What follows belongs to an exercise in optimizing a design on an open flow for small area and a short achievable clock period; a production flow would make more cautious choices.
In this exercise RTL edits were held to simulation tests only and were not proved equivalent to the original.
No activity file was given, so power comes from the tool's default toggle rates.

File: flow/standard.sh
#!/bin/bash
# synth_recipe.tcl (not shown) runs the flow's synth.tcl, then flattens the netlist and writes it again
# the make line also repeats each setting of config.mk as NAME=value (left out here)
make -C /OpenROAD-flow-scripts/flow DESIGN_CONFIG=/design/flow/config.mk WORK_HOME=/design/flow/orfs CLKGATE_MAP_FILE= SYNTH_SCRIPT=/design/flow/synth_recipe.tcl "${@:-finish}"
File: flow/design.v
module alu(
    input [31:0] A,
    input [31:0] B,
    input [3:0] opcode,
    output [31:0] result
);
    wire op_add = (opcode == 4'd0);
    wire op_sub = (opcode == 4'd1);
    wire op_and = (opcode == 4'd2);
    wire op_or  = (opcode == 4'd3);
    wire op_xor = (opcode == 4'd4);
    wire op_nor = (opcode == 4'd5);
    wire op_not = (opcode == 4'd6);
    wire op_sll = (opcode == 4'd7);
    wire op_srl = (opcode == 4'd8) | (opcode == 4'd9);
    wire op_inc = (opcode == 4'd10);
    wire op_dec = (opcode == 4'd11);
    wire op_slt = (opcode == 4'd12);
    wire op_sgt = (opcode == 4'd13);
    wire op_lui = (opcode == 4'd14);
    wire use_b  = op_add | op_sub | op_and | op_or | op_xor | op_nor | op_slt | op_sgt;
    wire inv_b  = op_sub | op_slt | op_sgt | op_not | op_dec;
    wire cin    = op_sub | op_dec | op_slt;
    wire arith  = op_add | op_sub | op_inc | op_dec;
    wire sel_p  = arith | op_or | op_xor | op_nor | op_not;
    wire sel_g  = op_and | op_or | op_nor;
    wire [31:0] bx;
    genvar i;
    generate
        for (i = 0; i < 32; i = i + 1) begin : BXG
            if (i == 2)
                assign bx[i] = (B[i] & use_b) ^ (inv_b ? 1'b1 : 1'b0) ^ (op_inc | op_dec);
            else
                assign bx[i] = (B[i] & use_b) ^ inv_b;
        end
    endgenerate
    wire [31:0] p = A ^ bx;
    wire [31:0] g = A & bx;
    wire [32:0] c;
    prefix_carry pc(.p(p), .g(g), .cin(cin), .c(c));
    wire [31:0] core = ((p & {32{sel_p}}) | (g & {32{sel_g}})) ^
                       ((c[31:0] & {32{arith}}) | {32{op_nor}});
    wire [31:0] x;
    generate
        for (i = 0; i < 32; i = i + 1) begin : XS
            assign x[i] = (A[i] & op_srl) | (A[31-i] & op_sll);
        end
    endgenerate
    wire [31:0] s = x >> B[4:0];
    wire big = |B[31:5];
    wire en_r = op_srl & ~big;
    wire en_l = op_sll & ~big;
    wire [31:0] sh;
    generate
        for (i = 0; i < 32; i = i + 1) begin : SO
            assign sh[i] = (s[i] & en_r) | (s[31-i] & en_l);
        end
    endgenerate
    wire cmp = (c[32] ^ op_slt) & (op_slt | op_sgt);
    wire [31:0] lui = {B[15:0] & {16{op_lui}}, 16'd0};
    assign result = core | sh | lui | {31'd0, cmp};
endmodule
module prefix_carry(
    input [31:0] p,
    input [31:0] g,
    input cin,
    output [32:0] c
);
    function [32:0] carries(input [31:0] pv, input [31:0] gv, input ci);
        reg [31:0] G, P;
        integer l, j, m;
        begin
            G = gv;
            G[0] = gv[0] | (pv[0] & ci);
            P = pv;
            for (l = 0; l < 5; l = l + 1)
                for (j = 0; j < 32; j = j + 1)
                    if (((j >> l) & 1) == 1) begin
                        m = ((j >> l) << l) - 1;
                        G[j] = G[j] | (P[j] & G[m]);
                        P[j] = P[j] & P[m];
                    end
            carries = {G, ci};
        end
    endfunction
    assign c = carries(p, g, cin);
endmodule
module register_bank(
    input clk,
    input rst,
    input [3:0] read_reg1,
    input [3:0] read_reg2,
    input [3:0] write_reg,
    input [31:0] write_data,
    input write_enable,
    output [31:0] data_out1,
    output [31:0] data_out2
);
    wire [511:0] regs_flat;
    wire [15:0] sel1 = 16'd1 << read_reg1;
    wire [15:0] sel2 = 16'd1 << read_reg2;
    wire [15:0] wsel = {15'd0, write_enable} << write_reg;
    genvar g;
    generate
        for (g = 0; g < 16; g = g + 1) begin : R
            localparam [31:0] INIT = (g == 0 || g == 15) ? 32'd0 : g * 10;
            reg [31:0] q;
            always @(posedge clk or posedge rst) begin
                if (rst)
                    q <= INIT;
                else if (wsel[g])
                    q <= write_data;
            end
            assign regs_flat[g*32 +: 32] = q;
        end
    endgenerate
    genvar b, r;
    generate
        for (b = 0; b < 32; b = b + 1) begin : RD
            wire [15:0] col;
            for (r = 0; r < 16; r = r + 1) begin : C
                assign col[r] = regs_flat[r*32 + b];
            end
            assign data_out1[b] = |(sel1 & col);
            assign data_out2[b] = |(sel2 & col);
        end
    endgenerate
endmodule
module top_processor(
    input clk,
    input rst,
    input [3:0] rx,      
    input [3:0] ry,      
    input [3:0] rz,      
    input [3:0] op,      
    input write_en,      
    output [31:0] result_out   
);
    wire [31:0] operand1;
    wire [31:0] operand2;
    wire [31:0] alu_result;
    reg [31:0] result_reg;
    always @(posedge clk or posedge rst) begin
        if (rst)
            result_reg <= 32'b0;
        else
            result_reg <= alu_result;
    end
    register_bank reg_bank(
        .clk(clk),
        .rst(rst),
        .read_reg1(ry),
        .read_reg2(rz),
        .write_reg(rx),
        .write_data(alu_result),
        .write_enable(write_en),
        .data_out1(operand1),
        .data_out2(operand2)
    );
    alu alu_unit(
        .A(operand1),
        .B(operand2),
        .opcode(op),
        .result(alu_result)
    );
    assign result_out = result_reg;
endmodule
File: flow/flow/run.sh
#!/bin/bash
# Own flow: the standard ORFS flow with two changes to synthesis.
# - The carry network module (prefix_carry) is kept apart until ABC has
#   mapped it, with ORFS's delay-oriented ABC script (flow/abc_speed.scr, a
#   copy of ORFS's abc_speed.script), so its parallel-prefix depth survives.
# - Everything else is mapped by ABC with an area-recovering script
#   (flow/abc_area.scr) instead of ORFS's delay-first one.
# The design is flattened at the end exactly as synth_recipe.tcl does, and
# registers are mapped by the unchanged dfflibmap step, so their names and
# cells are those of the standard synthesis.
set -euo pipefail
W=$(pwd)
F=$W/flow
{
  cat <<'T'
proc abc {args} {
  set i [lsearch $args -script]
  set a_area $args
  lset a_area [expr {$i + 1}] $::env(OWN_ABC_SCRIPT)
  set a_speed $args
  lset a_speed [expr {$i + 1}] $::env(OWN_ABC_SPEED_SCRIPT)
  yosys abc {*}$a_area top_processor
  yosys abc {*}$a_speed prefix_carry
}
proc synth {args} {
  if {![info exists ::own_kept]} {
    set ::own_kept 1
    yosys setattr -mod -set keep_hierarchy 1 prefix_carry
  }
  yosys synth -nofsm -noshare {*}$args
}
T
  # synth_recipe.tcl's first line defines synth as above, without the keep
  tail -n +2 "$W/synth_recipe.tcl"
} > "$W/own_synth.tcl"
head -1 "$W/synth_recipe.tcl" | grep -q '^proc synth {args} { yosys synth -nofsm -noshare {\*}$args }$'
sed "s#$W/synth_recipe.tcl#$W/own_synth.tcl#g" "$W/standard.sh" > "$W/own_standard.sh"
grep -q own_synth.tcl "$W/own_standard.sh"
export OWN_ABC_SCRIPT=$F/abc_area.scr
export OWN_ABC_SPEED_SCRIPT=$F/abc_speed.scr
bash "$W/own_standard.sh" > "$W/flow.log" 2>&1
File: flow/config.mk
export PLATFORM = sky130hd
export DESIGN_NAME = top_processor
export DESIGN_NICKNAME = top_processor
export VERILOG_FILES = /design/flow/design.v
export SDC_FILE = /design/flow/constraint.sdc
export NUM_CORES = 4
export LEC_CHECK = 0
export CAP_MARGIN = 20
export CORE_MARGIN = 2
export CORE_UTILIZATION = 55
export CTS_BUF_LIST = sky130_fd_sc_hd__clkbuf_16
export CTS_CLUSTER_DIAMETER = 80
export CTS_CLUSTER_SIZE = 24
export SETUP_SLACK_MARGIN = 2.5
export SLEW_MARGIN = 20
File: flow/constraint.sdc
create_clock -name core_clock -period 8.0 [get_ports {clk}]
set_input_delay 1.6000 -clock core_clock [delete_from_list [all_inputs] [get_ports {clk}]]
set_output_delay 1.6000 -clock core_clock [all_outputs]
set_load 0.01 [all_outputs]
File: flow/flow/abc_area.scr
&get -n
&st
&dch
&nf -R 1000
&put
topo
stime -c
File: flow/flow/abc_speed.scr
&get -n
&st
&dch
&nf
&st
&syn2
&if -g -K 6
&synch2
&nf
&st
&syn2
&if -g -K 6
&synch2
&nf
&st
&syn2
&if -g -K 6
&synch2
&nf
&st
&syn2
&if -g -K 6
&synch2
&nf
&st
&syn2
&if -g -K 6
&synch2
&nf
&put
buffer -c
topo
stime -c
upsize -c
dnsize -c
==> run notes <==
Synthesis:
- Synthesis inferred 544 register bits.
- Of the total synthesized cell area, the portion taken by full adders, half adders and majority gates is 0.0143.
- The mapped netlist covers 28000 um^2.
- The share of flip-flops with an asynchronous set or reset after synthesis is 1.00.
- The compound-gate portion of the synthesized area is 0.286.
- Of the total synthesized cell area, the portion taken by XOR and XNOR cells is 0.0203.
- The net count of the mapped netlist is 3094.
- The count of unique library cells instantiated by Yosys is about 60.
- The share of synthesized area occupied by flip-flops and latches is 0.488.
- The average instance area after synthesis is 9.21 um^2.
- The Yosys step of the flow raised 3 warnings.
- The number of enable-type register cells in the synthesized netlist is 0.
- Synthesis handed over a netlist of 3043 instances.
- After synthesis, the largest family of logic cells by area is compound AO/OA/AOI/OAI gates.
- Of the total synthesized cell area, the portion taken by AND, OR, NAND and NOR gates is 0.155.
- The share of cell area taken by muxes after synthesis is 0.0255.
- For this run, the leading register cell type out of synthesis is sky130_fd_sc_hd__dfrtp_1.

Worst setup path:
- The critical path data required time is 8.46 ns.
- The launching element of the worst setup path is rz[1].
- The maximum net fanout on the critical path is 12.
- The endpoint identified for the worst register-to-register timing path is reg_bank.R[1].q[19].
- The slowest stage cell on the critical path is sky130_fd_sc_hd__a222oi_1.
- By instance count, the cell type seen most on the critical path is sky130_fd_sc_hd__buf_6.
- STA classifies the critical path startpoint as a primary input.
- Measured in cells, the most critical reg-to-reg path has a length of 21.
- Setup slack on the worst reg-to-reg path comes out at 3.21 ns.
- The maximum cell stage delay along the critical path is 0.67 ns.
- Data on the critical path arrives at its endpoint at approximately 6.4 ns.
- The type of destination of the critical path is a register.
- The most critical setup path has its endpoint at reg_bank.R[1].q[19].
- The worst setup path is of the primary input to register kind.
- The startpoint identified for the worst register-to-register timing path is reg_bank.R[0].q[0].

Final layout:
- In the final layout, the share of cells above drive strength 1 is 0.211.
- Relative to the synthesized area, the layout overhead comes to 28.5%.
- The layout net count is 3510.
- The leading cell type in the layout, fill and taps excluded is sky130_fd_sc_hd__dfrtp_1.
- After filler insertion, the fill cell instance count of the layout stands at 3780.
- In the layout the commonest cells are sky130_fd_sc_hd__dfrtp_1, sky130_fd_sc_hd__nand2_1, sky130_fd_sc_hd__nor2_1, sky130_fd_sc_hd__a22oi_1, sky130_fd_sc_hd__a21oi_1.
- The register with the most flip-flops in the layout has 512 of them.

STA:
- The setup violation total in the final timing report is 0.
- The maximum achievable frequency is 0.168 GHz.
- After routing, the total negative slack on setup checks comes to 0 ns.
- The number of max-slew violations in the final report is 0.
- Counting I/O delays and the setup requirement, the final critical path takes 5.95 ns.
- The fraction of the cycle the final worst path needs is 0.744.
- Setup repair after global routing could not meet its margin everywhere.
- The worst-case clock skew is 0.0357 ns.
- The least setup slack across all paths after layout is between 2 and 2.5 ns.
- The pin slew with the least headroom to its limit is 1.12 ns.
- The worst slew margin relative to its limit is 0.255.
- The minimum hold slack is 0.491 ns.
- The number of hold violations in the final report came to 0.

Placement:
- The pre-CTS worst setup slack is 0.468 ns.
- Port buffering added 50 buffers.
- The HPWL after detailed placement is around 72000 um.
- The congestion estimate from routability-driven global placement came to 1.01.

Flow run:
- The number of max-cap violations is 0.

Clocking:
- In this run, CTS created clock tree buffers numbering 34.
- The clock edge transition at the registers on the reported setup and hold paths is 0.10 ns.
- The buffer levels on the longest clock path is 3.
- The CTS tree is yes.
- The count of clock tree sinks is 544.
- CTS built an H-tree with a depth of 2.
- The root buffer cell is sky130_fd_sc_hd__clkbuf_16.
- The hold buffer count at cts is 0.
- The insertion delay of the later-clocked pin in the worst-skew pair is 0.61 ns.

Power and ir drop:
- The leakage component of the power is 15.4 nW.
- The switching power is ~0.0045 W.
- The internal power of the cells totals approximately 0.0063 W.
- The register share of total power is 0.421.
- Across the VDD grid, the largest voltage drop is 0.259 mV.
- Of the total power, the share spent switching nets is 0.415.
- The share of total power dissipated in the clock network is 0.178.
- The share of total power dissipated in combinational logic is 0.402.
- Power spread over the standard cell area amounts to 300 nW/um^2.

Drt:
- The via-per-instance ratio is 7.26.
- The average wire length per cell after detail routing is 30.4 um.
- The final route contains ~30000 vias.
- The first routing iteration left 5596 violations.
- After detailed routing, the total wire length is 126000 um.
- For this run, the detailed router's first-pass iteration total came to 11.
- The DRC violation count after routing is 0.
- The post-detailed-route count of antenna-violating nets is 0.

GRT:
- The global-route wire length before repair is roughly 180000 um.
- Summed over all layers, the global routing overflow is 0.
- The initial antenna violation count is 2.
- Entering global routing, the biggest net connects about 170 pins.
- In the global route stage, overall resource usage came out at 0.460.
- The number of global-route vias before repair was 28335.

Worst hold path:
- The path type of the worst min-delay path is register to register.

Die:
- The row count is 82.
- The initial utilization of the core area, before any placement, comes to 0.558.
- From bottom edge to top edge, the die measures approximately 230 um.
- The die covers 52800 um^2.
- The die is 230 um wide.
- The core region is 50300 um^2.
- Pin placement for this block handled 51 I/O pins.

Run status:
- The run finished with no timing, DRC or antenna violations.
-- power groups by stage --
stage | Sequential, W | Clock, W | Combinational [W]
after floorplan | 0.00430 | 0 | 0.00204
after global placement | 0.00446 | 0 | 0.00326
after detailed placement | 0.00450 | 0 | 0.00334
after CTS | 0.00446 | 0.00191 | 0.00376
after global routing | 0.00461 | 0.00202 | 0.00461
final | 0.00455 | 0.00192 | 0.00434
-- cell usage after synthesis, drive strengths merged, types with 3 or more instances --
cell / instances / area [um^2]
and2: 3 / 18.8
nor3: 12 / 60.1
nand3b: 5 / 37.5
ha: 32 / 400
o22ai: 32 / 200
a22oi: 331 / 2480
a22o: 36 / 315
o31ai: 3 / 36.3
a221oi: 45 / 394
and3: 6 / 37.5
nor3b: 6 / 45.0
nor2: 406 / 1520
a222oi: 79 / 791
nand2: 389 / 1460
nand2b: 4 / 25.0
dfrtp: 501 / 12500
o21a: 4 / 30.0
a21o: 22 / 165
a221o: 4 / 40.0
xnor2: 13 / 114
dfstp: 43 / 1130
nor4: 7 / 50.1
and4: 3 / 26.3
nor4b: 7 / 61.3
inv: 9 / 33.8
o21ai: 323 / 1620
nor2b: 7 / 43.8
a31oi: 6 / 37.5
a211oi: 21 / 168
a31o: 5 / 43.8
mux2i: 67 / 671
mux2: 4 / 45.0
a21oi: 306 / 1550
nand4: 90 / 563
xor2: 52 / 455
nor4bb: 4 / 40.0
o211ai: 5 / 37.5
clkinv: 73 / 274
o21bai: 4 / 37.5
nand3: 61 / 310
-- kinds of logic (layout without fill, tap and decap cells) --
kind of cell,count (synthesis),after routing
buffers and inverters,83,523
DFF,544,544
adders and majority gates,32,32
AOI/OAI and AO/OA,1232,1232
other,0,2
muxes,71,71
and+or+nand+nor,1016,1016
xor gates and xnor gates,65,65
-- worst min-delay path by stage --
stage                              from                  end  slack (ns)  depth (start not counted)
floorplan           reg_bank.R[13].q[7]  reg_bank.R[13].q[7]        0.45                          2
global placement    reg_bank.R[13].q[7]  reg_bank.R[13].q[7]        0.47                          2
detailed placement  reg_bank.R[13].q[7]  reg_bank.R[13].q[7]        0.48                          2
CTS                 reg_bank.R[13].q[7]  reg_bank.R[13].q[7]        0.49                          2
global route        reg_bank.R[12].q[6]  reg_bank.R[12].q[6]        0.51                          2
finish              reg_bank.R[12].q[6]  reg_bank.R[12].q[6]        0.49                          2
-- per-stage QoR --
step / total power [W] / instance area (um^2) / util / cells
6_report: 0.0108 / 36000 / 0.717 / 4157
2_1_floorplan: 0.00634 / 28200 / - / 3043
4_1_cts: 0.0101 / 34700 / 0.690 / 4101
3_5_place_dp: 0.00784 / 31500 / 0.626 / 3920
3_3_place_gp: 0.00772 / 31500 / 0.626 / 3920
5_1_grt: 0.0112 / 36000 / 0.717 / 4155
-- worst max-delay path: cells and delay by family --
kind	cells	cell delay (ns)
XOR/XNOR	2	0.29
AO/OA/AOI/OAI	9	2.09
buffers and inverters	7	1.11
adder cells (fa/ha/maj)	1	0.34
AND/OR/NAND/NOR	6	0.96
-- per-module statistics from Yosys, one instance, submodules excluded --
module | cell area, um^2 | times used
top_processor | 27300 | 1
prefix_carry | 713 | 1
-- what timing repair did --
action,4_1_cts,5_1_grt
cloned,20,13
resized for setup,267,225
endpoints found under the setup margin,544,519
buffers inserted,101,41
pin swaps,115,98
-- routing by layer --
metal  global-route usage  vias up  routed length [um]
li1                     -    12480                   -
met5                    0        -                  49
met4                0.267        2                8970
met3                0.149      653               19400
met1                0.601    14470               44900
met2                0.673     2572               52900
-- final cells by class --
type | count | area [um^2] | share of cell area
inverter | 82 | 345 | 0.00959
antenna | 2 | 5.00 | 0.000139
clock buffer | 34 | 851 | 0.0236
clock inverter | 26 | 256 | 0.00712
timing repair buffer | 381 | 4380 | 0.122
multi-input combinational | 2416 | 15700 | 0.435
sequential | 544 | 13700 | 0.379
tap | 672 | 841 | 0.0233

[port drivers added, routing unchanged]
The flow's constraints put no driver on any port. The routed layout listed below was extracted and timed again, unchanged, in two steps. Step 1, drivers: a clkbuf_16 drives clk and a buf_2 each remaining input, both assumed. Step 2 times the ports against the registers' clock, not the clock port: input delays grow and output delays shrink by t, the midpoint of the rising clock arrivals with the driver on. a / b / c = no drivers / after step 1 / after step 2; a / b = the first two.
t, ns: 0.656
slack for setup (ns): 2.051 / 2.046 / 1.390
latest minus earliest clock arrival (ns): 0.035 / 0.036
After both steps setup and hold are still met in this run. For this run, drivers alone change the setup slack by -0.005 ns; drivers and shift together by -0.661 ns.
